This design comes from an exercise in tuning for small area and a short achievable clock period on the open sky130 flow, not from production work. The RTL was checked by simulation tests, not by an equivalence proof against the original design. In every run shown here, the design's own scripts or RTL, not TritonCTS, make the clock network. No driver is modelled on the clock port, so clock power and skew are understated where the tree is cut down; a real chip needs a root buffer or a tree.

==> flow/design.v, too long to show whole: its modules and the start of the top module <==
// module csa_fa: 10 lines
// module csa_ha: 9 lines
// module FFT64: 4076 lines
module FFT64 #(
    parameter width = 16
) (
    input                           clk,
    input                           rst_n,
    input                           di_en,
    input       signed  [width-1:0] di_re,
    input       signed  [width-1:0] di_img,
    output reg                      do_en,
    output reg  signed  [width-1:0] do_re,
    output reg  signed  [width-1:0] do_img
);
  // ...
==> flow/flow/run.sh <==
#!/bin/bash
# Layout flow: the standard ORFS flow (standard.sh, unchanged synthesis)
# with these changes to how the layout is made:
#  - timing repair aims at 7.65 ns of setup slack (the clock stays 11 ns),
#  - the port buffers are plain buf_2 cells,
#  - the clock tree is the balanced three-level tree of flow/cts_tree.tcl
#    (hooked in by flow/cts_hook.tcl) instead of TritonCTS's.
# The whole output of the flow goes to standard.log in this folder.
bash standard.sh SETUP_SLACK_MARGIN=7.65 \
  "BUFFER_PORTS_ARGS=-buffer_cell sky130_fd_sc_hd__buf_2" \
  "PRE_CTS_TCL=$PWD/flow/cts_hook.tcl" \
  finish > standard.log 2>&1
==> flow/flow/cts_hook.tcl <==
# Sourced by ORFS's cts.tcl before clock tree synthesis (PRE_CTS_TCL).
# Replaces TritonCTS with the tree of cts_tree.tcl (cts_build2): the
# flip-flops are cut recursively at the median of their placement into leaf
# groups of at most 32 within 80 um half-perimeter, each driven by a
# clkbuf_16; the leaves are grouped the same way under mid-level clkbuf_16s
# (8 leaves each), and those under 4 root clkbuf_16s that the clock port
# drives. Every flip-flop sees three buffers. The rest of cts.tcl
# (legalisation, timing repair) runs as usual.
source [file join [file dirname [info script]] cts_tree.tcl]
rename clock_tree_synthesis tritoncts_clock_tree_synthesis
proc clock_tree_synthesis {args} {
  cts_build2 4 8 32 80 sky130_fd_sc_hd__clkbuf_16
}
==> flow/flow/cts_tree.tcl <==

proc cts_split {pts n} {
  # split pts (list of {obj x y}) into n groups of (nearly) equal size by
  # recursive cuts along the wider dimension
  if {$n <= 1} { return [list $pts] }
  set xs [lmap p $pts {lindex $p 1}]
  set ys [lmap p $pts {lindex $p 2}]
  set dx [expr {[tcl::mathfunc::max {*}$xs] - [tcl::mathfunc::min {*}$xs]}]
  set dy [expr {[tcl::mathfunc::max {*}$ys] - [tcl::mathfunc::min {*}$ys]}]
  set k [expr {$dx >= $dy ? 1 : 2}]
  set s [lsort -integer -index $k $pts]
  set n1 [expr {$n / 2}]
  set n2 [expr {$n - $n1}]
  set h [expr {([llength $s] * $n1 + $n / 2) / $n}]
  set a [lrange $s 0 [expr {$h - 1}]]
  set b [lrange $s $h end]
  return [concat [cts_split $a $n1] [cts_split $b $n2]]
}

proc cts_centroid {pts} {
  set sx 0; set sy 0
  foreach p $pts { set sx [expr {$sx + [lindex $p 1]}]; set sy [expr {$sy + [lindex $p 2]}] }
  set n [llength $pts]
  return [list [expr {$sx / $n}] [expr {$sy / $n}]]
}

proc cts_build {fanouts bufname {leafbuf ""}} {
  set db [ord::get_db]
  set block [ord::get_db_block]
  set master [$db findMaster $bufname]
  if {$leafbuf eq ""} { set leafbuf $bufname }
  set leafmaster [$db findMaster $leafbuf]
  set clk [$block findNet clk]
  set sinks {}
  foreach it [$clk getITerms] {
    set inst [$it getInst]
    set bb [$inst getBBox]
    lappend sinks [list $it [expr {([$bb xMin] + [$bb xMax]) / 2}] [expr {([$bb yMin] + [$bb yMax]) / 2}]]
  }
  set nleaf 1
  foreach f $fanouts { set nleaf [expr {$nleaf * $f}] }
  # groups of sinks per leaf, in bisection order
  set groups [cts_split $sinks $nleaf]
  set level [llength $fanouts]
  set count 0
  # build from the leaves up: children = list of {iterm x y}
  set children {}
  foreach g $groups { lappend children $g }
  for {set l [expr {$level - 1}]} {$l >= 0} {incr l -1} {
    set next {}
    set idx 0
    foreach g $children {
      lassign [cts_centroid $g] cx cy
      set name "cts_L${l}_${idx}"
      set inst [odb::dbInst_create $block [expr {$l == $level - 1 ? $leafmaster : $master}] $name]
      $inst setLocation [expr {int($cx)}] [expr {int($cy)}]
      $inst setPlacementStatus PLACED
      set net [odb::dbNet_create $block "clknet_L${l}_${idx}"]
      $net setSigType CLOCK
      [$inst findITerm X] connect $net
      foreach p $g {
        set it [lindex $p 0]
        $it disconnect
        $it connect $net
      }
      lappend next [list [$inst findITerm A] $cx $cy]
      incr idx
      incr count
    }
    # group the new buffers for the level above
    if {$l > 0} {
      set f [lindex $fanouts $l]
      set ng [expr {[llength $next] / $f}]
      set children {}
      for {set i 0} {$i < [llength $next]} {incr i $f} {
        lappend children [lrange $next $i [expr {$i + $f - 1}]]
      }
    } else {
      foreach p $next { [lindex $p 0] connect $clk }
    }
  }
  puts "my_cts: built [llength $fanouts] levels, $count buffers, $nleaf leaves for [llength $sinks] sinks"
}

proc cts_hp {pts} {
  set xs [lmap p $pts {lindex $p 1}]
  set ys [lmap p $pts {lindex $p 2}]
  return [expr {[tcl::mathfunc::max {*}$xs] - [tcl::mathfunc::min {*}$xs] + [tcl::mathfunc::max {*}$ys] - [tcl::mathfunc::min {*}$ys]}]
}

proc cts_leaves {pts maxn maxhp} {
  # bisect until every group has at most maxn sinks and a bounding box
  # half-perimeter of at most maxhp (database units)
  if {[llength $pts] <= $maxn && [cts_hp $pts] <= $maxhp} { return [list $pts] }
  set parts [cts_split $pts 2]
  return [concat [cts_leaves [lindex $parts 0] $maxn $maxhp] [cts_leaves [lindex $parts 1] $maxn $maxhp]]
}

proc cts_level {block master prefix groups} {
  # one buffer per group at its centroid, driving the group's pins;
  # returns the buffers' input pins as {iterm x y}
  set out {}
  set idx 0
  foreach g $groups {
    lassign [cts_centroid $g] cx cy
    set inst [odb::dbInst_create $block $master "${prefix}_${idx}"]
    $inst setLocation [expr {int($cx)}] [expr {int($cy)}]
    $inst setPlacementStatus PLACED
    set net [odb::dbNet_create $block "clknet_${prefix}_${idx}"]
    $net setSigType CLOCK
    [$inst findITerm X] connect $net
    foreach p $g {
      set it [lindex $p 0]
      $it disconnect
      $it connect $net
    }
    lappend out [list [$inst findITerm A] $cx $cy]
    incr idx
  }
  return $out
}

proc cts_build2 {nroots midfan maxn maxhp_um bufname} {
  # leaves: groups of at most maxn flip-flops within maxhp_um half-perimeter;
  # mids: midfan leaves each; roots: nroots, driven by the clock port
  set db [ord::get_db]
  set block [ord::get_db_block]
  set master [$db findMaster $bufname]
  set clk [$block findNet clk]
  set dbu [$block getDbUnitsPerMicron]
  set sinks {}
  foreach it [$clk getITerms] {
    set inst [$it getInst]
    set bb [$inst getBBox]
    lappend sinks [list $it [expr {([$bb xMin] + [$bb xMax]) / 2}] [expr {([$bb yMin] + [$bb yMax]) / 2}]]
  }
  set leaves [cts_leaves $sinks $maxn [expr {int($maxhp_um * $dbu)}]]
  set lb [cts_level $block $master cts_leaf $leaves]
  set nmid [expr {int(ceil(double([llength $lb]) / $midfan))}]
  set nmid [expr {int(ceil(double($nmid) / $nroots)) * $nroots}]
  set mb [cts_level $block $master cts_mid [cts_split $lb $nmid]]
  set rb [cts_level $block $master cts_root [cts_split $mb $nroots]]
  foreach p $rb { [lindex $p 0] connect $clk }
  puts "my_cts: [llength $sinks] sinks, [llength $leaves] leaves, $nmid mids, $nroots roots"
}
==> flow/standard.sh <==
#!/bin/bash
# synth_recipe.tcl (not shown) runs the flow's synth.tcl, then flattens the netlist and writes it again
# the make line also repeats each setting of config.mk as NAME=value (left out here)
make -C /OpenROAD-flow-scripts/flow DESIGN_CONFIG=/design/flow/config.mk WORK_HOME=/design/flow/orfs CLKGATE_MAP_FILE= SYNTH_SCRIPT=/design/flow/synth_recipe.tcl "${@:-finish}"
==> flow/config.mk <==
export PLATFORM = sky130hd
export DESIGN_NAME = FFT64
export DESIGN_NICKNAME = FFT64
export VERILOG_FILES = /design/flow/design.v
export SDC_FILE = /design/flow/constraint.sdc
export NUM_CORES = 8
export LEC_CHECK = 0
export CAP_MARGIN = 20
export CORE_MARGIN = 2
export CORE_UTILIZATION = 55
export SLEW_MARGIN = 20
export SYNTH_HIERARCHICAL = 1
export SYNTH_MINIMUM_KEEP_SIZE = 0
==> flow/constraint.sdc <==
create_clock -name core_clock -period 11.0 [get_ports {clk}]
set_input_delay 2.2000 -clock core_clock [delete_from_list [all_inputs] [get_ports {clk}]]
set_output_delay 2.2000 -clock core_clock [all_outputs]
set_load 0.01 [all_outputs]
==> results.txt, run 1 <==
Worst setup path:
- The slowest library cell on the worst path is sky130_fd_sc_hd__dfxtp_2.
- In this run the critical register-to-register path is launched from my_im_c1.
- The critical path launch point is do_img[11].
- For the worst setup path, the data required time is 8800 ps.
- STA classifies the critical path startpoint as a register.

Logic synthesis:
- The post-synthesis xor/xnor area fraction is between 5 and 6%.
- The compound-gate portion of the synthesized area is 6.92%.
- The commonest cells after synthesis are sky130_fd_sc_hd__dfxtp_1, sky130_fd_sc_hd__xnor2_1, sky130_fd_sc_hd__nand2_1.
- After synthesis, the share of flip-flops with an asynchronous set or reset is 0.477%.
- The number of different library cells used by synthesis comes to 76.

Run status:
- The flow ran to the end and the layout has no timing, DRC or antenna violations.

Placement:
- Before CTS, the worst setup slack after placement is 7180 ps.
- The congestion estimate from routability-driven global placement came to 0.837.

Finish:
- Non-clock inverters in the final layout number 224.
- Registers take between 0.08 and 0.09 mm².
- The filler cell count in the final layout is 18,951.

Routing:
- Before antenna repair, the detailed router went through 5 iterations.
- The routed length on met1 is 119,000 µm.
- The post-detailed-route DRC marker count is 0.

STA:
- The tightest hold margin is 270 ps.
- Once routing completed, OpenROAD measured the worst setup slack at 7690 ps.
- Counting I/O delays and the setup requirement, the final critical path takes 3310 ps.

Global routing:
- For this run, global-route usage on met3 was measured as 2.36%.
- The number of global-route vias before repair is around 70,000.
- The pin count of the biggest net entering global routing is 117.
- The global-route layer with the greatest usage is met2.

Job:
- Across the run, the number of max-cap violations was 0.
==> inputs of run 2 (changes only) <==
--- a/flow/flow/run.sh
+++ b/flow/flow/run.sh
@@ -7,5 +7,5 @@
 #    (hooked in by flow/cts_hook.tcl) instead of TritonCTS's.
 # The whole output of the flow goes to standard.log in this folder.
-bash standard.sh SETUP_SLACK_MARGIN=7.65 \
+bash standard.sh SETUP_SLACK_MARGIN=7.75 \
   "BUFFER_PORTS_ARGS=-buffer_cell sky130_fd_sc_hd__buf_2" \
   "PRE_CTS_TCL=$PWD/flow/cts_hook.tcl" \
--- a/flow/flow/cts_hook.tcl
+++ b/flow/flow/cts_hook.tcl
@@ -2,5 +2,5 @@
 # Replaces TritonCTS with the tree of cts_tree.tcl (cts_build2): the
 # flip-flops are cut recursively at the median of their placement into leaf
-# groups of at most 32 within 80 um half-perimeter, each driven by a
+# groups of at most 40 within 90 um half-perimeter, each driven by a
 # clkbuf_16; the leaves are grouped the same way under mid-level clkbuf_16s
 # (8 leaves each), and those under 4 root clkbuf_16s that the clock port
@@ -10,4 +10,4 @@
 rename clock_tree_synthesis tritoncts_clock_tree_synthesis
 proc clock_tree_synthesis {args} {
-  cts_build2 4 8 32 80 sky130_fd_sc_hd__clkbuf_16
+  cts_build2 4 8 40 90 sky130_fd_sc_hd__clkbuf_16
 }
==> run 2 against run 1 <==
- still clean
- worst setup slack better by 31 ps
- first-iteration DRC count is 1.9% lower
- critical path depth stayed put
- global-route usage is 0.17 points lower
- sequential cell count stayed put
- cell count is 0.57% lower
- hold slack worse by 34 ps
- clock skew is 27 ps higher
- critical path type unchanged
- critical endpoint is now do_re[11]
- largest cell class unchanged
==> results.txt, run 2 <==
Finish:
- The most frequent standard cell in the layout excluding fill and tap cells is sky130_fd_sc_hd__dfxtp_1 (unchanged).
- Top Registers: l1_im (512), l1_re (512) (unchanged).
- The area growth from synthesis to final layout is 7.26% (was 8.54%).
- The net total in the final layout is 11,125 (was 11,201).
- The finished layout cell area is 0.142 mm² (was 0.143 mm²).
- The fraction of final layout cells with drive strength greater than 1 came to 9.91% (was 9.90%).
- The final core utilization is 59.4% (was 60.1%).
- Commonest cells after routing, fill and taps aside: sky130_fd_sc_hd__dfxtp_1, sky130_fd_sc_hd__xnor2_1, sky130_fd_sc_hd__nand2_1 (unchanged).

Clocking:
- The latest clock arrival within the worst-skew pair came to 670 ps (was 680 ps).
- The clock slew seen by the registers of the worst setup and hold paths is 110 ps (about the same).

Floorplan:
- The number of placed I/O pins is 68 (unchanged).
- The initial core utilization is 55.4% (unchanged).
- The width of the chip is 494 µm (unchanged).
- The placeable core area is 0.238 mm² (unchanged).
- The area enclosed by the die boundary was 0.244 mm² (unchanged).
- The chip height came to 494 µm (unchanged).
- The number of rows created at floorplan is 179 (unchanged).

Min path:
- The worst min-delay path category was reg -> reg (unchanged).

Logic synthesis:
- The post-synthesis share of cell area spent on and, or, nand and nor gates was 4.75% (unchanged).
- The post-synthesis adder-cell area fraction came to 12.3% (unchanged).
- The sequential share of the synthesized area came to 63.7% (unchanged).
- The async set-or-reset flop fraction in the synthesized netlist is 0.477% (unchanged).
- The synthesis-stage register bit count was 4,191 (unchanged).
- The compound-gate portion of the synthesized area was 6.92% (unchanged).
- The synthesized area per cell came to 12.9 µm² (unchanged).
- The post-synthesis instance area is 0.132 mm² (unchanged).
- The post-synthesis xor/xnor area fraction is 5.79% (unchanged).
- The total number of yosys warnings is 54 (unchanged).
- Synth top area cells: sky130_fd_sc_hd__dfxtp_1, sky130_fd_sc_hd__fa_1, sky130_fd_sc_hd__ha_1 (unchanged).
- The main combinational cell family by area after synthesis was adder cells (unchanged).
- The mux share of post-synthesis cell area was 4.57% (unchanged).
- The number of enable-type register cells in the synthesized netlist came to 0 (unchanged).
- The instance count of the mapped netlist came to 10,212 (unchanged).
- The largest area contributor in the synthesized netlist is sky130_fd_sc_hd__dfxtp_1 (unchanged).
- The area share of the largest cell type after synthesis is 63.3% (unchanged).
- Commonest cells post-synth: sky130_fd_sc_hd__dfxtp_1, sky130_fd_sc_hd__xnor2_1, sky130_fd_sc_hd__nand2_1 (unchanged).
- The count of cell types in the netlist is 76 (unchanged).
- The library cell with the highest instance count after synthesis is sky130_fd_sc_hd__dfxtp_1 (unchanged).
- The top flip-flop cell by instance count after synthesis is sky130_fd_sc_hd__dfxtp_1 (unchanged).

Worst setup path:
- The nature of the critical path endpoint is an output pin (unchanged).
- The worst-path maximum fanout is 1 (unchanged).
- The data arrival at the endpoint of the critical path is 1080 ps (was 1110 ps).
- The largest stage delay on the critical path is 340 ps (about the same).
- The buffers plus inverters on the worst setup path came to 1 (unchanged).
- The startpoint kind of the worst setup timing path was a register (unchanged).
- The endpoint required time on the critical path is 8800 ps (about the same).
- The slowest library cell on the worst path is sky130_fd_sc_hd__dfxtp_2 (unchanged).
- CP Cell Sequence: buf_6 (unchanged).
- The kind of cell adding the most delay to the critical path is flip-flops (unchanged).
- The critical path class is reg -> out (unchanged).

STA:
- The final sum of negative setup slack is 0 ps (unchanged).
- Unrepaired setup endpoints after global routing: true (unchanged).
- The slew at the pin closest to its max-slew limit was 1230 ps (about the same).
- The tightest hold margin was 236 ps (was 270 ps).
- The final hold violation count is 0 (unchanged).
- The worst setup skew after layout came to 110 ps (was 83.4 ps).
- The achievable clock frequency is 0.305 GHz (was 0.302 GHz).
- The fraction of the cycle the final worst path needs was 29.8% (was 30.1%).
- The final count of pins violating max slew is 0 (unchanged).
- The count of final setup violators is 0 (unchanged).
- The shortest period the worst path allows is 3280 ps (was 3310 ps).
- The headroom to the max-slew limit was 16.8% (was 17.3%).

Placement:
- The total of buffers placed on input and output ports is 67 (unchanged).
- The detailed placement HPWL is 173,000 µm (was 174,000 µm).
- The routability congestion estimate is 0.844 (was 0.837).
- The cell area after placement is 0.135 mm² (about the same).

Global routing:
- The first-pass GRT wire length is 401,000 µm (was 404,000 µm).
- The initial antenna violation count is 15 (was 12).
- The total overflow reported by the global router is 0 (unchanged).
- The global-route usage over all layers is 20.8% (was 21.0%).
- The number of global-route vias before repair is 69,378 (was 70,093).
- The pin count of the biggest net entering global routing is 117 (unchanged).

Routing:
- The sum of routed wire length over all layers is 258,000 µm (was 259,000 µm).
- The number of antenna-violating nets in the routed design is 0 (unchanged).
- The via count of the routed design came to 68,301 (was 68,636).
- The post-detailed-route via-to-cell ratio is 5.15 (about the same).
- The number of DRC markers after the initial detailed-route iteration came to 3,596 (was 3,667).
- The count of TritonRoute iterations in the first routing pass was 5 (unchanged).
- The post-detailed-route DRC marker count is 0 (unchanged).
- The routed wire length per instance came to 19.5 µm (was 19.4 µm).

Job:
- The max-capacitance violation count came to 0 (unchanged).

Run status:
- Outcome: no timing/DRC/antenna violations (unchanged).
==> run 2: changes by cell type in the layout (fill, tap and decap cells not counted), sizes merged <==
cell    previous run  this run
clkbuf           298       202
buf              152       172
==> run 2: cell families after synthesis <==
logic type | Yosys count
flops | 4191
compound gates | 1409
buf+inv | 720
simple gates | 1443
mux | 559
other cells | 1
xor+xnor | 872
fa+ha+maj | 1017
==> run 2: layer usage <==
| layer | part of all wire (%) | global-route usage, % |
|---|---|---|
| met1 | 46 | 28.7 |
| met2 | 47 | 34.8 |
| met3 | 3.8 | 2.14 |
| met4 | 3.4 | 6.09 |
| met5 | 0 | 0 |
==> run 2: final cells by class <==
cell class | count | area [µm²]
Fill cell | 19084 | 96800
Buffer | 201 | 5030
Sequential cell | 4191 | 84200
Multi-Input combinational cell | 5302 | 46100
Tap cell | 3167 | 3960
Antenna cell | 6 | 15.0
Inverter | 224 | 850
Timing Repair Buffer | 173 | 1390
==> run 2: stage by stage <==
stage                     worst slack [ps]  cells
after floorplan                       7750  10213
after global placement                7130  13026
after detailed placement              7140  13026
after CTS                             7710  13235
after global routing                  7660  13259
final                                 7720  13264
==> run 2: what timing repair did <==
item                                    CTS  global route
gates resized for setup                 118           210
cloned                                    0             1
endpoints found under the setup margin  207           204
setup buffers                             8            21
pin swaps                                14            82
hold buffers                              0             0
==> run 2: path summary, 6_finish.rpt <==
path | end | slack (ps) | depth (start not counted) | from
max in group asynchronous | cnt[2] | 8850 | 1 | rst_n
min reg2reg | l1_im[31][15] | 240 | 0 | l1_im[30][15]
min | l1_im[31][15] | 240 | 0 | l1_im[30][15]
min in group asynchronous | c1[5] | 1650 | 1 | rst_n
max reg2reg | l4_im[2][14] | 7800 | 13 | my_im_c1
max | do_re[11] | 7720 | 1 | do_re[11]
==> run 2: per-module statistics from Yosys, one instance, submodules excluded <==
module,flops+latches,cells
FFT64,4191,9380
csa_ha,0,1
csa_fa,0,1
==> inputs of run 3 (changes only) <==
--- a/flow/flow/run.sh
+++ b/flow/flow/run.sh
@@ -7,5 +7,5 @@
 #    (hooked in by flow/cts_hook.tcl) instead of TritonCTS's.
 # The whole output of the flow goes to standard.log in this folder.
-bash standard.sh SETUP_SLACK_MARGIN=7.75 \
+bash standard.sh SETUP_SLACK_MARGIN=7.55 \
   "BUFFER_PORTS_ARGS=-buffer_cell sky130_fd_sc_hd__buf_2" \
   "PRE_CTS_TCL=$PWD/flow/cts_hook.tcl" \
==> run 3 against run 2 <==
- sequential cell count did not move
- largest cell class unchanged
- via count fell by 0.40%
- clock skew fell by 15 ps
- critical endpoint is now my_re_c6
- area after synthesis did not move
- die area did not move
- wire length fell by 0.33%
- worst setup slack got worse by 110 ps
- synthesized cell count did not move
==> results.txt, run 3 <==
Placement:
- The routability congestion estimate is 0.837 (was 0.844).
- The detailed placement HPWL is 174,000 µm (was 173,000 µm).
- The total of buffers placed on input and output ports is 67 (unchanged).
- The pre-CTS setup slack is 7180 ps (was 7140 ps).

Floorplan:
- The width of the chip is 494 µm (unchanged).
- The initial core utilization is 55.4% (unchanged).
- The area enclosed by the die boundary is 0.244 mm² (unchanged).
- The number of rows created at floorplan is 179 (unchanged).
- The chip height is 494 µm (unchanged).
- The placeable core area came to 0.238 mm² (unchanged).
- The number of placed I/O pins is 68 (unchanged).

Routing:
- The post-detailed-route via-to-cell ratio was 5.14 (was 5.15).
- The post-detailed-route DRC marker count is 0 (unchanged).
- The sum of routed wire length over all layers is 257,000 µm (was 258,000 µm).
- The via count of the routed design came to 68,029 (was 68,301).
- The number of antenna-violating nets in the routed design came to 0 (unchanged).
- The count of TritonRoute iterations in the first routing pass is 6 (was 5).
- The routed wire length per instance is 19.4 µm (was 19.5 µm).
- The number of DRC markers after the initial detailed-route iteration is 3,909 (was 3,596).

Logic synthesis:
- The largest area contributor in the synthesized netlist is sky130_fd_sc_hd__dfxtp_1 (unchanged).
- The synthesized area per cell is 12.9 µm² (unchanged).
- The total number of yosys warnings was 54 (unchanged).
- The synthesis-stage register bit count came to 4,191 (unchanged).
- Commonest cells post-synth: sky130_fd_sc_hd__dfxtp_1, sky130_fd_sc_hd__xnor2_1, sky130_fd_sc_hd__nand2_1 (unchanged).
- Synth top area cells: sky130_fd_sc_hd__dfxtp_1, sky130_fd_sc_hd__fa_1, sky130_fd_sc_hd__ha_1 (unchanged).
- The area share of the largest cell type after synthesis came to 63.3% (unchanged).
- The post-synthesis instance area was 0.132 mm² (unchanged).
- The async set-or-reset flop fraction in the synthesized netlist is 0.477% (unchanged).
- The instance count of the mapped netlist came to 10,212 (unchanged).
- The top flip-flop cell by instance count after synthesis is sky130_fd_sc_hd__dfxtp_1 (unchanged).
- The count of cell types in the netlist is 76 (unchanged).
- The number of enable-type register cells in the synthesized netlist is 0 (unchanged).
- The sequential share of the synthesized area was 63.7% (unchanged).
- The library cell with the highest instance count after synthesis is sky130_fd_sc_hd__dfxtp_1 (unchanged).

Finish:
- The final core utilization is 59.0% (was 59.4%).
- The fraction of final layout cells with drive strength greater than 1 is 8.57% (was 9.91%).
- Commonest cells after routing, fill and taps aside: sky130_fd_sc_hd__dfxtp_1, sky130_fd_sc_hd__xnor2_1, sky130_fd_sc_hd__nand2_1 (unchanged).
- Top Registers: l1_im (512), l1_re (512) (unchanged).
- The area growth from synthesis to final layout came to 6.57% (was 7.26%).
- The net total in the final layout was 11,103 (was 11,125).
- The most frequent standard cell in the layout excluding fill and tap cells is sky130_fd_sc_hd__dfxtp_1 (unchanged).

STA:
- The final count of pins violating max slew is 0 (unchanged).
- The worst setup skew after layout was 95.3 ps (was 110 ps).
- The final setup slack of the worst path is 7620 ps (was 7720 ps).
- The headroom to the max-slew limit is 25.4% (was 16.8%).
- The shortest period the worst path allows is 3380 ps (was 3280 ps).
- The final sum of negative setup slack came to 0 ps (unchanged).
- The count of final setup violators is 0 (unchanged).
- The achievable clock frequency is 0.296 GHz (was 0.305 GHz).
- The final hold violation count is 0 (unchanged).
- The slew at the pin closest to its max-slew limit is 1110 ps (was 1230 ps).
- The fraction of the cycle the final worst path needs is 30.7% (was 29.8%).
- Unrepaired setup endpoints after global routing: false (was true).

Worst setup path:
- The endpoint of the worst register-to-register path is my_re_c6 (was l4_im[2][14]).
- The critical register-to-register path startpoint is ay_re[13] (was my_im_c1).
- The data arrival at the endpoint of the critical path was 3860 ps (was 1080 ps).
- The reg-to-reg setup timing slack is 7620 ps (was 7800 ps).
- The worst-case reg-to-reg path depth is 6 (was 13).
- The nature of the critical path endpoint is a register (was output pin).
- The endpoint required time on the critical path is 11,480 ps (was 8800 ps).
- The worst-path maximum fanout is 12 (was 1).
- The critical path class was reg -> reg (was reg -> out).
- The startpoint kind of the worst setup timing path is a register (unchanged).

Clocking:
- The clock slew seen by the registers of the worst setup and hold paths is 110 ps (about the same).
- The latest clock arrival within the worst-skew pair is 640 ps (was 670 ps).

Global routing:
- The number of global-route vias before repair is 68,933 (was 69,378).
- The initial antenna violation count came to 10 (was 15).
- The first-pass GRT wire length came to 400,000 µm (was 401,000 µm).
- The total overflow reported by the global router is 0 (unchanged).
- The global-route usage over all layers is 20.8% (about the same).
- The pin count of the biggest net entering global routing is 117 (unchanged).

Min path:
- The depth of the worst hold-timing path is 0 (unchanged).
- The hold path startpoint is ba_im[14][11] (was l1_im[30][15]).
- The worst min-delay path endpoint is ba_im[15][11] (was l1_im[31][15]).
- The worst min-delay path category is reg -> reg (unchanged).

Job:
- The max-capacitance violation count was 0 (unchanged).

Run status:
- Outcome: no timing/DRC/antenna violations (unchanged).
-- run 3: cell counts after synthesis --
Identical to the previous run, type by type.
-- run 3: what timing repair did --
| action | CTS | global route |
|---|---|---|
| pin swaps | 2 | 8 |
| hold buffers | 0 | 0 |
| gates resized for setup | 22 | 93 |
| buffers inserted | 1 | 1 |
| setup endpoints to repair | 67 | 151 |
-- run 3: cells by family after synthesis --
logic type                 after synthesis  synth area share, %
AOI/OAI and AO/OA                     1409                 6.92
xor gates and xnor gates               872                 5.79
adders and majority gates             1017                 12.3
buffers and inverters                  720                 2.05
DFF                                   4191                 63.7
muxes                                  559                 4.57
other                                    1              0.00284
and+or+nand+nor                       1443                 4.75
-- run 3: layout make-up --
cell class,instances,area (µm²)
Antenna cell,5,12.5
Multi-Input combinational cell,5302,45600
Sequential cell,4191,84100
Buffer,206,5150
Tap cell,3167,3960
Timing Repair Buffer,146,982
Fill cell,19157,97700
Inverter,224,843
-- run 3: critical path, stage by stage (launching register included) --
cell	delay (ps)
sky130_fd_sc_hd__dfxtp_1	810
sky130_fd_sc_hd__a22oi_1	330
sky130_fd_sc_hd__xnor2_1	230
sky130_fd_sc_hd__fa_1	600
sky130_fd_sc_hd__fa_1	430
sky130_fd_sc_hd__fa_1	410
sky130_fd_sc_hd__fa_1	440
-- run 3: worst max-delay path by stage --
stage	startpoint	endpoint	slack (ps)	cells after the start
global placement	my_im_a1	l3_im[7][14]	7160	13
detailed placement	my_im_a1	l3_im[7][14]	7180	13
floorplan	rx_neg[2]	mx_re_c1	7670	7
finish	ay_re[13]	my_re_c6	7620	6
global route	mx_re_a1	l1_re[2][14]	7550	13
CTS	my_im_a1	l3_im[7][14]	7550	13
-- run 3: routing by layer --
layer / wire length [µm] / share of wire, % / track usage [%]
met2: 120000 / 47 / 34.8
met5: 13 / 0.0051 / 0
met4: 8870 / 3.4 / 6.17
met1: 118000 / 46 / 28.7
met3: 9700 / 3.8 / 1.95
-- run 3: per-module statistics from Yosys (local to each module, per instance) --
module,flops+latches,cells inside
FFT64,4191,9380
csa_ha,0,1
csa_fa,0,1
-- run 3: through the flow --
stage	std cells	hold slack [ps]	cell area, µm²
final	13241	234	141000
after global routing	13239	237	141000
after CTS	13234	312	140000
after detailed placement	13027	312	135000
after global placement	13026	310	135000
after floorplan	10213	310	132000
==> inputs of run 4 (changes only) <==
--- a/flow/flow/run.sh
+++ b/flow/flow/run.sh
@@ -7,5 +7,5 @@
 #    (hooked in by flow/cts_hook.tcl) instead of TritonCTS's.
 # The whole output of the flow goes to standard.log in this folder.
-bash standard.sh SETUP_SLACK_MARGIN=7.55 \
+bash standard.sh SETUP_SLACK_MARGIN=7.65 \
   "BUFFER_PORTS_ARGS=-buffer_cell sky130_fd_sc_hd__buf_2" \
   "PRE_CTS_TCL=$PWD/flow/cts_hook.tcl" \
==> run 4 against run 3 <==
- still clean
- fmax is 2.3% higher
- critical path depth fell by 5
- first-iteration DRC count fell by 3.1%
- synthesized cell count is the same
- cell count is essentially flat
==> results.txt, run 4 <==
Logic synthesis:
- The area share of the largest cell type after synthesis was 63.3% (unchanged).
- The top flip-flop cell by instance count after synthesis was sky130_fd_sc_hd__dfxtp_1 (unchanged).
- The post-synthesis instance area was 0.132 mm² (unchanged).
- Commonest cells post-synth: sky130_fd_sc_hd__dfxtp_1, sky130_fd_sc_hd__xnor2_1, sky130_fd_sc_hd__nand2_1 (unchanged).
- The synthesized area per cell was 12.9 µm² (unchanged).
- The count of cell types in the netlist was 76 (unchanged).
- The library cell with the highest instance count after synthesis is sky130_fd_sc_hd__dfxtp_1 (unchanged).
- Synth top area cells: sky130_fd_sc_hd__dfxtp_1, sky130_fd_sc_hd__fa_1, sky130_fd_sc_hd__ha_1 (unchanged).
- The sequential share of the synthesized area was 63.7% (unchanged).
- The number of enable-type register cells in the synthesized netlist came to 0 (unchanged).
- The synthesis-stage register bit count was 4,191 (unchanged).
- The largest area contributor in the synthesized netlist is sky130_fd_sc_hd__dfxtp_1 (unchanged).
- The async set-or-reset flop fraction in the synthesized netlist was 0.477% (unchanged).
- The instance count of the mapped netlist is 10,212 (unchanged).
- The total number of yosys warnings was 54 (unchanged).

Global routing:
- The initial antenna violation count is 10 (unchanged).
- The first-pass GRT wire length is 400,000 µm (about the same).
- The number of global-route vias before repair was 68,961 (was 68,933).
- The global-route usage over all layers is 20.8% (about the same).
- The pin count of the biggest net entering global routing is 117 (unchanged).
- The total overflow reported by the global router is 0 (unchanged).

Placement:
- The detailed placement HPWL is 174,000 µm (unchanged).
- The routability congestion estimate is 0.837 (unchanged).
- The total of buffers placed on input and output ports is 67 (unchanged).
- The total placed cells including tap cells was 13,027 (unchanged).

STA:
- The slew at the pin closest to its max-slew limit is 1140 ps (was 1110 ps).
- The fraction of the cycle the final worst path needs is 30.1% (was 30.7%).
- The tightest hold margin was 234 ps (about the same).
- Unrepaired setup endpoints after global routing: true (was false).
- The worst setup skew after layout is 95.0 ps (was 95.3 ps).
- The final hold violation count came to 0 (unchanged).
- The achievable clock frequency was 0.302 GHz (was 0.296 GHz).
- The shortest period the worst path allows came to 3310 ps (was 3380 ps).
- The headroom to the max-slew limit is 23.5% (was 25.4%).
- The final sum of negative setup slack is 0 ps (unchanged).
- The count of final setup violators is 0 (unchanged).
- The final count of pins violating max slew is 0 (unchanged).

Routing:
- The number of antenna-violating nets in the routed design came to 0 (unchanged).
- The sum of routed wire length over all layers came to 257,000 µm (about the same).
- The number of DRC markers after the initial detailed-route iteration is 3,787 (was 3,909).
- The count of TritonRoute iterations in the first routing pass came to 6 (unchanged).
- The post-detailed-route DRC marker count is 0 (unchanged).
- The routed wire length per instance came to 19.4 µm (about the same).
- The via count of the routed design is 68,093 (was 68,029).
- The post-detailed-route via-to-cell ratio came to 5.14 (about the same).

Finish:
- Commonest cells after routing, fill and taps aside: sky130_fd_sc_hd__dfxtp_1, sky130_fd_sc_hd__xnor2_1, sky130_fd_sc_hd__nand2_1 (unchanged).
- The area growth from synthesis to final layout is 6.83% (was 6.57%).
- The final core utilization is 59.2% (was 59.0%).
- The fraction of final layout cells with drive strength greater than 1 came to 9.12% (was 8.57%).
- The most frequent standard cell in the layout excluding fill and tap cells is sky130_fd_sc_hd__dfxtp_1 (unchanged).
- The flip-flop and latch area was 0.0841 mm² (about the same).
- The net total in the final layout was 11,110 (was 11,103).
- Top Registers: l1_im (512), l1_re (512) (unchanged).
- The non-filler instance count after layout was 13,249 (was 13,241).
- The filler cell count in the final layout was 19,158 (was 19,157).
- The combined area of the multi-input logic cells came to 0.0458 mm² (was 0.0456 mm²).

Min path:
- The hold path startpoint was ba_im[14][11] (unchanged).
- The worst min-delay path category is reg -> reg (unchanged).
- The worst min-delay path endpoint is ba_im[15][11] (unchanged).
- The depth of the worst hold-timing path was 0 (unchanged).

Clocking:
- The clock slew seen by the registers of the worst setup and hold paths was 110 ps (about the same).
- The latest clock arrival within the worst-skew pair is 640 ps (about the same).

Worst setup path:
- The endpoint required time on the critical path is 8800 ps (was 11,480 ps).
- The reg-to-reg setup timing slack is 7720 ps (was 7620 ps).
- The slowest library cell on the worst path is sky130_fd_sc_hd__dfxtp_4 (was sky130_fd_sc_hd__dfxtp_1).
- The worst-case reg-to-reg path depth is 13 (was 6).
- The worst-path maximum fanout is 1 (was 12).
- The critical register-to-register path startpoint is my_im_c1 (was ay_re[13]).
- The nature of the critical path endpoint was an output pin (was register).
- CP Cell Sequence: buf_6 (was a22oi_1 -> xnor2_1 -> fa_1 -> fa_1 -> fa_1 -> fa_1).
- The largest stage delay on the critical path is 370 ps (was 810 ps).
- The startpoint kind of the worst setup timing path is a register (unchanged).
- The buffers plus inverters on the worst setup path is 1 (was 0).
- The data arrival at the endpoint of the critical path is 1110 ps (was 3860 ps).
- The critical path class is reg -> out (was reg -> reg).
- The kind of cell adding the most delay to the critical path was flip-flops (was adder cells).
- The endpoint of the worst register-to-register path is l3_im[2][14] (was my_re_c6).

Job:
- The max-capacitance violation count was 0 (unchanged).

Floorplan:
- The number of placed I/O pins was 68 (unchanged).
- The area enclosed by the die boundary came to 0.244 mm² (unchanged).
- The width of the chip is 494 µm (unchanged).
- The chip height is 494 µm (unchanged).
- The number of rows created at floorplan is 179 (unchanged).
- The placeable core area is 0.238 mm² (unchanged).
- The initial core utilization was 55.4% (unchanged).

Run status:
- Outcome: no timing/DRC/antenna violations (unchanged).
## run 4: cell counts after synthesis
No cell type changed its count.
## run 4: modules after synthesis (local to each module, per instance)
module | flops+latches | cells inside | copies in the design
csa_fa | 0 | 1 | 468
FFT64 | 4191 | 9380 | 1
csa_ha | 0 | 1 | 364
## run 4: what timing repair did
| item | CTS | global route |
|---|---|---|
| pin swaps | 6 | 26 |
| hold buffers | 0 | 0 |
| resized for setup | 55 | 148 |
| buffers inserted | 2 | 7 |
| endpoints found under the setup margin | 125 | 193 |
## run 4: logic make-up (layout without fill, tap and decap cells)
kind of cell | count (synthesis) | count (layout) | synth area share (%)
multiplexers | 559 | 559 | 4.57
flip-flops | 4191 | 4191 | 63.7
XOR/XNOR | 872 | 872 | 5.79
AND/OR/NAND/NOR | 1443 | 1443 | 4.75
adder cells (fa/ha/maj) | 1017 | 1017 | 12.3
buffers and inverters | 720 | 583 | 2.05
other | 1 | 8 | 0.00284
AO/OA/AOI/OAI | 1409 | 1409 | 6.92
## run 4: per-layer routing
metal	share of wire [%]	up-vias	track usage (%)	wire, µm
met4	3.3	2	6.17	8470
met3	3.8	372	1.96	9760
met2	47	1301	34.8	121000
met1	46	33063	28.7	119000
li1	-	33355	-	-
met5	0.0051	-	0	13
## run 4: worst max path at each step
stage	endpoint	slack, ps	cells after the start	startpoint
after floorplan	mx_re_c1	7670	7	rx_neg[2]
after global placement	l3_im[7][14]	7160	13	my_im_a1
after detailed placement	l3_im[7][14]	7180	13	my_im_a1
after CTS	l3_im[7][14]	7630	13	my_im_a1
after global routing	l3_re[7][14]	7600	13	my_re_a1
final	do_re[5]	7690	1	do_re[5]
## run 4: layout make-up
type / count / share of cell area (%)
sequential: 4191 / 59.7
multi-input combinational: 5302 / 32.5
buffer: 206 / 3.66
tap: 3167 / 2.81
timing repair buffer: 153 / 0.785
inverter: 224 / 0.603
antenna: 6 / 0.0107
## run 4: metrics by stage
| step | worst slack (ps) | area [µm²] |
|---|---|---|
| global placement | 7160 | 135000 |
| CTS | 7630 | 140000 |
| global route | 7600 | 141000 |
| detailed placement | 7180 | 135000 |
| floorplan | 7670 | 132000 |
| finish | 7690 | 141000 |
==> inputs of run 5 (changes only) <==
==> flow/flow/run.sh (replaced) <==
#!/bin/bash
# Layout flow: the standard ORFS flow (standard.sh, unchanged synthesis)
# with these changes to how the layout is made:
#  - timing repair aims at 7.75 ns of setup slack (the clock stays 11 ns),
#  - the port buffers are plain buf_2 cells,
#  - the clock tree is the balanced three-level tree of flow/cts_tree.tcl
#    (hooked in by flow/cts_hook.tcl) instead of TritonCTS's.
# The whole output of the flow goes to standard.log in this folder.
bash standard.sh SETUP_SLACK_MARGIN=7.75 \
  "BUFFER_PORTS_ARGS=-buffer_cell sky130_fd_sc_hd__buf_2" \
  "PRE_CTS_TCL=$PWD/flow/cts_hook.tcl" \
  finish > standard.log 2>&1
==> run 5 against run 4 <==
- cell count grew 0.11%
- die area did not move
- critical path depth unchanged
- core utilization is 0.24 points higher
- global-route usage about the same
- synthesized cell count did not move
- wire length rose by 0.24%
- final area is 0.40% higher
- via count is 0.31% higher
- clock skew is 15 ps higher
- critical endpoint is now do_re[11]
- largest cell class unchanged
==> results.txt, run 5 <==
Min path:
- The worst min-delay path category is reg -> reg (unchanged).

Logic synthesis:
- The top flip-flop cell by instance count after synthesis is sky130_fd_sc_hd__dfxtp_1 (unchanged).
- The instance count of the mapped netlist is 10,212 (unchanged).
- The number of enable-type register cells in the synthesized netlist is 0 (unchanged).
- The synthesized area per cell is 12.9 µm² (unchanged).
- The largest area contributor in the synthesized netlist is sky130_fd_sc_hd__dfxtp_1 (unchanged).
- Commonest cells post-synth: sky130_fd_sc_hd__dfxtp_1, sky130_fd_sc_hd__xnor2_1, sky130_fd_sc_hd__nand2_1 (unchanged).
- The area share of the largest cell type after synthesis is 63.3% (unchanged).
- The synthesis-stage register bit count is 4,191 (unchanged).
- The library cell with the highest instance count after synthesis is sky130_fd_sc_hd__dfxtp_1 (unchanged).
- The total number of yosys warnings was 54 (unchanged).
- The count of cell types in the netlist is 76 (unchanged).
- The async set-or-reset flop fraction in the synthesized netlist is 0.477% (unchanged).
- The post-synthesis instance area is 0.132 mm² (unchanged).
- Synth top area cells: sky130_fd_sc_hd__dfxtp_1, sky130_fd_sc_hd__fa_1, sky130_fd_sc_hd__ha_1 (unchanged).
- The sequential share of the synthesized area came to 63.7% (unchanged).

Global routing:
- The number of global-route vias before repair is 69,378 (was 68,961).
- The pin count of the biggest net entering global routing was 117 (unchanged).
- The global-route layer with the greatest usage was met2 (unchanged).
- The first-pass GRT wire length is 401,000 µm (was 400,000 µm).
- The initial antenna violation count came to 15 (was 10).
- The met3 capacity usage during global routing is 2.14% (was 1.96%).
- The global-route usage over all layers is 20.8% (about the same).
- The met1 usage in global routing is 28.7% (about the same).
- The global-route met2 utilization is 34.8% (about the same).
- The total overflow reported by the global router came to 0 (unchanged).

Worst setup path:
- CP Cell Sequence: buf_6 (unchanged).
- The data arrival at the endpoint of the critical path was 1080 ps (was 1110 ps).
- The critical path class is reg -> out (unchanged).
- The largest stage delay on the critical path is 340 ps (was 370 ps).
- The reg-to-reg setup timing slack was 7800 ps (was 7720 ps).
- The kind of cell adding the most delay to the critical path was flip-flops (unchanged).
- The endpoint required time on the critical path came to 8800 ps (about the same).
- The startpoint kind of the worst setup timing path was a register (unchanged).
- The worst-path maximum fanout is 1 (unchanged).
- The nature of the critical path endpoint is an output pin (unchanged).
- The buffers plus inverters on the worst setup path came to 1 (unchanged).
- The slowest library cell on the worst path is sky130_fd_sc_hd__dfxtp_2 (was sky130_fd_sc_hd__dfxtp_4).

Finish:
- The combined area of the multi-input logic cells is 0.0461 mm² (was 0.0458 mm²).
- The area growth from synthesis to final layout was 7.26% (was 6.83%).
- The fraction of final layout cells with drive strength greater than 1 is 9.91% (was 9.12%).
- Top Registers: l1_im (512), l1_re (512) (unchanged).
- The net total in the final layout is 11,125 (was 11,110).
- Commonest cells after routing, fill and taps aside: sky130_fd_sc_hd__dfxtp_1, sky130_fd_sc_hd__xnor2_1, sky130_fd_sc_hd__nand2_1 (unchanged).
- The most frequent standard cell in the layout excluding fill and tap cells is sky130_fd_sc_hd__dfxtp_1 (unchanged).
- The finished layout cell area is 0.142 mm² (was 0.141 mm²).
- The flip-flop and latch area came to 0.0842 mm² (was 0.0841 mm²).
- The filler cell count in the final layout came to 19,084 (was 19,158).

STA:
- The shortest period the worst path allows is 3280 ps (was 3310 ps).
- Unrepaired setup endpoints after global routing: true (unchanged).
- The final sum of negative setup slack is 0 ps (unchanged).
- The final count of pins violating max slew is 0 (unchanged).
- The slew at the pin closest to its max-slew limit was 1230 ps (was 1140 ps).
- The worst setup skew after layout was 110 ps (was 95.0 ps).
- The tightest hold margin was 236 ps (was 234 ps).
- The fraction of the cycle the final worst path needs is 29.8% (was 30.1%).
- The achievable clock frequency is 0.305 GHz (was 0.302 GHz).
- The count of final setup violators is 0 (unchanged).
- The final hold violation count is 0 (unchanged).
- The headroom to the max-slew limit came to 16.8% (was 23.5%).

Placement:
- The cell area after placement is 0.135 mm² (about the same).
- The total of buffers placed on input and output ports is 67 (unchanged).
- The routability congestion estimate is 0.844 (was 0.837).
- The detailed placement HPWL is 173,000 µm (was 174,000 µm).

Routing:
- The number of DRC markers after the initial detailed-route iteration was 3,596 (was 3,787).
- The routed wire length per instance is 19.5 µm (was 19.4 µm).
- The post-detailed-route DRC marker count is 0 (unchanged).
- The number of antenna-violating nets in the routed design came to 0 (unchanged).
- The via count of the routed design is 68,301 (was 68,093).
- The post-detailed-route via-to-cell ratio is 5.15 (was 5.14).
- The count of TritonRoute iterations in the first routing pass is 5 (was 6).
- The sum of routed wire length over all layers is 258,000 µm (was 257,000 µm).

Floorplan:
- The number of rows created at floorplan is 179 (unchanged).
- The chip height is 494 µm (unchanged).
- The placeable core area was 0.238 mm² (unchanged).
- The area enclosed by the die boundary is 0.244 mm² (unchanged).
- The width of the chip is 494 µm (unchanged).
- The initial core utilization came to 55.4% (unchanged).
- The number of placed I/O pins was 68 (unchanged).

Clocking:
- The clock slew seen by the registers of the worst setup and hold paths is 110 ps (about the same).
- The latest clock arrival within the worst-skew pair is 670 ps (was 640 ps).

Run status:
- Outcome: no timing/DRC/antenna violations (unchanged).

Job:
- The max-capacitance violation count was 0 (unchanged).
-- run 5: worst paths after layout --
| check | startpoint | endpoint | cells after the start |
|---|---|---|---|
| max in group asynchronous | rst_n | cnt[2] | 1 |
| max reg2reg | my_im_c1 | l4_im[2][14] | 13 |
| max | do_re[11] | do_re[11] | 1 |
| min in group asynchronous | rst_n | c1[5] | 1 |
| min reg2reg | l1_im[30][15] | l1_im[31][15] | 0 |
| min | l1_im[30][15] | l1_im[31][15] | 0 |
-- run 5: final cells by class --
cell class	count	area share (%)
Sequential cell	4191	59.5
Multi-Input combinational cell	5302	32.6
Buffer	201	3.55
Tap cell	3167	2.80
Timing Repair Buffer	173	0.979
Inverter	224	0.600
Antenna cell	6	0.0106
-- run 5: per-module statistics from Yosys (local to each module, per instance) --
module	times used	cells inside
FFT64	1	9380
csa_fa	468	1
csa_ha	364	1
-- run 5: what timing repair did --
item,4_1_cts,5_1_grt
setup buffers,8,21
resized for setup,118,210
cloned,0,1
hold buffers,0,0
setup endpoints to repair,207,204
pin swaps,14,82
-- run 5: logic make-up (layout without fill, tap and decap cells) --
logic type                 count (synthesis)  in the layout  synth area share (%)
DFF                                     4191           4191                  63.7
and+or+nand+nor                         1443           1443                  4.75
AOI/OAI and AO/OA                       1409           1409                  6.92
adders and majority gates               1017           1017                  12.3
xor gates and xnor gates                 872            872                  5.79
buffers and inverters                    720            598                  2.05
muxes                                    559            559                  4.57
other                                      1              8               0.00284
-- run 5: routing by layer --
| layer | routed length, µm | share of wire [%] |
|---|---|---|
| met5 | 0 | 0 |
| met4 | 8840 | 3.4 |
| met3 | 9700 | 3.8 |
| met2 | 121000 | 47 |
| met1 | 119000 | 46 |
-- run 5: through the flow --
stage / setup slack [ps] / std cells / util [%]
detailed placement: 7140 / 13026 / 56.7
CTS: 7710 / 13235 / 59.0
finish: 7720 / 13264 / 59.4
global route: 7660 / 13259 / 59.4
floorplan: 7750 / 10213 / -
global placement: 7130 / 13026 / 56.7
==> inputs of run 6 (changes only) <==
--- a/flow/config.mk
+++ b/flow/config.mk
@@ -8,5 +8,5 @@
 export CAP_MARGIN = 20
 export CORE_MARGIN = 2
-export CORE_UTILIZATION = 55
+export CORE_UTILIZATION = 50
 export SLEW_MARGIN = 20
 export SYNTH_HIERARCHICAL = 1
==> run 6 against run 5 <==
- cell count rose by 2.5%
- wire length rose by 1.4%
- register-to-register slack improved by 30 ps
- sequential share of layout area fell by 0.16 points
- final area rose by 0.28%
- synthesized cell count did not move
- critical path depth did not move
- hold slack improved by 25 ps
- still clean
- global-route usage fell by 1.9 points
- area after synthesis did not move
==> results.txt, run 6 <==
Worst setup path:
- The endpoint of the worst register-to-register path is my_im_c3 (was l4_im[2][14]).
- The largest stage delay on the critical path is 350 ps (was 340 ps).
- The critical register-to-register path startpoint is ry_one[2] (was my_im_c1).
- The buffers plus inverters on the worst setup path came to 1 (unchanged).
- The startpoint kind of the worst setup timing path is a register (unchanged).
- The kind of cell adding the most delay to the critical path is flip-flops (unchanged).
- The worst-case reg-to-reg path depth is 7 (was 13).
- The critical path class is reg -> out (unchanged).
- The nature of the critical path endpoint is an output pin (unchanged).
- CP Cell Sequence: buf_6 (unchanged).
- The endpoint required time on the critical path is 8800 ps (about the same).
- The worst-path maximum fanout is 1 (unchanged).
- The data arrival at the endpoint of the critical path came to 1090 ps (was 1080 ps).
- The reg-to-reg setup timing slack came to 7830 ps (was 7800 ps).
- The critical path launch point is do_re[10] (was do_re[11]).
- The slowest library cell on the worst path was sky130_fd_sc_hd__dfxtp_2 (unchanged).

Logic synthesis:
- The instance count of the mapped netlist came to 10,212 (unchanged).
- The top flip-flop cell by instance count after synthesis is sky130_fd_sc_hd__dfxtp_1 (unchanged).
- The async set-or-reset flop fraction in the synthesized netlist was 0.477% (unchanged).
- The synthesis-stage register bit count is 4,191 (unchanged).
- The library cell with the highest instance count after synthesis is sky130_fd_sc_hd__dfxtp_1 (unchanged).
- The synthesized area per cell came to 12.9 µm² (unchanged).
- The number of enable-type register cells in the synthesized netlist is 0 (unchanged).
- Commonest cells post-synth: sky130_fd_sc_hd__dfxtp_1, sky130_fd_sc_hd__xnor2_1, sky130_fd_sc_hd__nand2_1 (unchanged).
- Synth top area cells: sky130_fd_sc_hd__dfxtp_1, sky130_fd_sc_hd__fa_1, sky130_fd_sc_hd__ha_1 (unchanged).
- The total number of yosys warnings came to 54 (unchanged).
- The area share of the largest cell type after synthesis was 63.3% (unchanged).
- The sequential share of the synthesized area is 63.7% (unchanged).
- The count of cell types in the netlist is 76 (unchanged).
- The post-synthesis instance area is 0.132 mm² (unchanged).
- The largest area contributor in the synthesized netlist is sky130_fd_sc_hd__dfxtp_1 (unchanged).

Floorplan:
- The initial core utilization is 50.3% (was 55.4%).
- The area enclosed by the die boundary is 0.268 mm² (was 0.244 mm²).
- The placeable core area is 0.263 mm² (was 0.238 mm²).
- The number of rows created at floorplan is 188 (was 179).
- The chip height is 518 µm (was 494 µm).
- The number of placed I/O pins was 68 (unchanged).
- The width of the chip came to 518 µm (was 494 µm).

Global routing:
- The number of global-route vias before repair is 69,830 (was 69,378).
- The initial antenna violation count came to 14 (was 15).
- The pin count of the biggest net entering global routing is 117 (unchanged).
- The first-pass GRT wire length is 404,000 µm (was 401,000 µm).
- The total overflow reported by the global router is 0 (unchanged).
- The global-route usage over all layers is 18.9% (was 20.8%).

Finish:
- The filler cell count in the final layout was 22,030 (was 19,084).
- Top Registers: l1_im (512), l1_re (512) (unchanged).
- The most frequent standard cell in the layout excluding fill and tap cells is sky130_fd_sc_hd__dfxtp_1 (unchanged).
- The area growth from synthesis to final layout is 7.56% (was 7.26%).
- Commonest cells after routing, fill and taps aside: sky130_fd_sc_hd__dfxtp_1, sky130_fd_sc_hd__xnor2_1, sky130_fd_sc_hd__nand2_1 (unchanged).
- The fraction of final layout cells with drive strength greater than 1 is 9.76% (was 9.91%).
- The net total in the final layout is 11,110 (was 11,125).

Run status:
- Outcome: no timing/DRC/antenna violations (unchanged).

STA:
- The slew at the pin closest to its max-slew limit was 1130 ps (was 1230 ps).
- Unrepaired setup endpoints after global routing: true (unchanged).
- The final hold violation count is 0 (unchanged).
- The fraction of the cycle the final worst path needs is 29.9% (was 29.8%).
- The final sum of negative setup slack is 0 ps (unchanged).
- The count of final setup violators is 0 (unchanged).
- The tightest hold margin is 261 ps (was 236 ps).
- The final count of pins violating max slew came to 0 (unchanged).
- The achievable clock frequency was 0.304 GHz (was 0.305 GHz).
- The shortest period the worst path allows was 3290 ps (was 3280 ps).
- The headroom to the max-slew limit was 24.6% (was 16.8%).
- The worst setup skew after layout is 92.3 ps (was 110 ps).

Routing:
- The sum of routed wire length over all layers is 262,000 µm (was 258,000 µm).
- The post-detailed-route via-to-cell ratio was 5.04 (was 5.15).
- The via count of the routed design is 68,570 (was 68,301).
- The routed wire length per instance is 19.2 µm (was 19.5 µm).
- The count of TritonRoute iterations in the first routing pass is 7 (was 5).
- The post-detailed-route DRC marker count is 0 (unchanged).
- The number of DRC markers after the initial detailed-route iteration was 4,037 (was 3,596).
- The number of antenna-violating nets in the routed design was 0 (unchanged).

Clocking:
- The clock slew seen by the registers of the worst setup and hold paths came to 110 ps (about the same).
- The number of buffers inserted by hold repair at cts came to 0 (unchanged).
- The latest clock arrival within the worst-skew pair was 660 ps (was 670 ps).

Placement:
- The detailed placement HPWL was 173,000 µm (about the same).
- The routability congestion estimate is 0.836 (was 0.844).
- The total of buffers placed on input and output ports was 67 (unchanged).

Min path:
- The worst min-delay path endpoint was l3_re[4][8] (was l1_im[31][15]).
- The worst min-delay path category is reg -> reg (unchanged).
- The depth of the worst hold-timing path came to 0 (unchanged).
- The hold path startpoint is l3_re[3][8] (was l1_im[30][15]).

Job:
- The max-capacitance violation count came to 0 (unchanged).
run 6: cell counts after synthesis:
Identical to the previous run, type by type.
run 6: area by class of cell:
| type | count | area, µm² | area share [%] |
|---|---|---|---|
| Antenna cell | 4 | 10.0 | 0.00705 |
| Inverter | 224 | 850 | 0.599 |
| Sequential cell | 4191 | 84200 | 59.3 |
| Timing Repair Buffer | 156 | 1350 | 0.948 |
| Tap cell | 3515 | 4400 | 3.10 |
| Multi-Input combinational cell | 5302 | 46100 | 32.5 |
| Buffer | 203 | 5080 | 3.58 |
run 6: worst max-delay path by stage:
| stage | cells past startpoint | to | slack (ps) |
|---|---|---|---|
| global placement | 13 | l3_im[2][14] | 7110 |
| global route | 1 | do_img[5] | 7670 |
| finish | 1 | do_re[10] | 7710 |
| floorplan | 7 | mx_re_c1 | 7750 |
| CTS | 13 | l1_im[19][14] | 7710 |
| detailed placement | 13 | l4_im[2][14] | 7160 |
run 6: metal layers:
layer | global-route usage [%] | vias to the layer above | wire length [µm]
met5 | 0 | - | 12
met4 | 5.60 | 2 | 9400
met3 | 1.82 | 379 | 10700
met2 | 31.5 | 1379 | 121000
met1 | 26.1 | 33467 | 120000
li1 | - | 33343 | -
run 6: Yosys stat by module, one instance, submodules excluded:
module,copies in the design,area [µm²],cells inside,flip-flops and latches
csa_fa,468,20.0,1,0
FFT64,1,118000,9380,4191
csa_ha,364,12.5,1,0
run 6: through the flow:
step / util (%) / worst slack, ps / area (µm²) / std cells
global placement: 51.6 / 7110 / 135000 / 13370
detailed placement: 51.6 / 7160 / 135000 / 13370
finish: 54.1 / 7710 / 142000 / 13595
floorplan: - / 7750 / 132000 / 10213
global route: 54.1 / 7670 / 142000 / 13594
CTS: 53.7 / 7710 / 141000 / 13577
run 6: kinds of logic after synthesis:
logic type	after synthesis	synth area share, %
other cells	1	0.00284
simple gates	1443	4.75
mux	559	4.57
buf+inv	720	2.05
flops	4191	63.7
xor+xnor	872	5.79
compound gates	1409	6.92
fa+ha+maj	1017	12.3
run 6: repair_timing:
| item | 4_1_cts | 5_1_grt |
|---|---|---|
| setup buffers | 4 | 8 |
| pin swaps | 17 | 61 |
| gates resized for setup | 136 | 192 |
| gates cloned | 0 | 5 |
| endpoints found under the setup margin | 206 | 195 |
run 6: worst register-to-register path: stages, from the launching register on:
cell and delay, ps:
sky130_fd_sc_hd__dfxtp_4 400, sky130_fd_sc_hd__buf_12 170, sky130_fd_sc_hd__a22oi_1 410, sky130_fd_sc_hd__xnor2_1 210, sky130_fd_sc_hd__fa_1 480, sky130_fd_sc_hd__fa_1 510, sky130_fd_sc_hd__fa_1 400, sky130_fd_sc_hd__fa_1 430

-- separate check: timing with driven ports --
No port has a modelled driver above. Below, the same layouts with a new extraction and two added sets of constraints. Step 1 (the two cells are an assumption about what drives the block):
set clk [get_ports {clk}]
set_driving_cell -lib_cell sky130_fd_sc_hd__clkbuf_16 $clk
set_driving_cell -lib_cell sky130_fd_sc_hd__buf_2 [delete_from_list [all_inputs] $clk]
Step 2 also shifts input and output timing later by t, the mid clock arrival at the registers, as if the neighbouring blocks saw the same clock. Three values: ideal ports, drivers, drivers and shift; two values: the first two.
run | t (ns) | slack for setup (ns) | worst register clock-pin slew, ns | worst slew at a driven data input, ns
run 1 | 0.836 | 7.693 / 7.491 / 7.726 | 0.11 / 0.11 | 0.11
run 2 | 0.799 | 7.724 / 7.527 / 7.804 | 0.12 / 0.12 | 0.12
run 3 | 0.787 | 7.618 / 7.487 / 7.618 | 0.12 / 0.12 | 0.11
run 4 | 0.787 | 7.693 / 7.497 / 7.719 | 0.12 / 0.12 | 0.11
run 5 | 0.799 | 7.724 / 7.527 / 7.804 | 0.12 / 0.12 | 0.12
run 6 | 0.813 | 7.714 / 7.508 / 7.807 | 0.12 / 0.12 | 0.09
After both steps setup and hold are still met in every run listed.
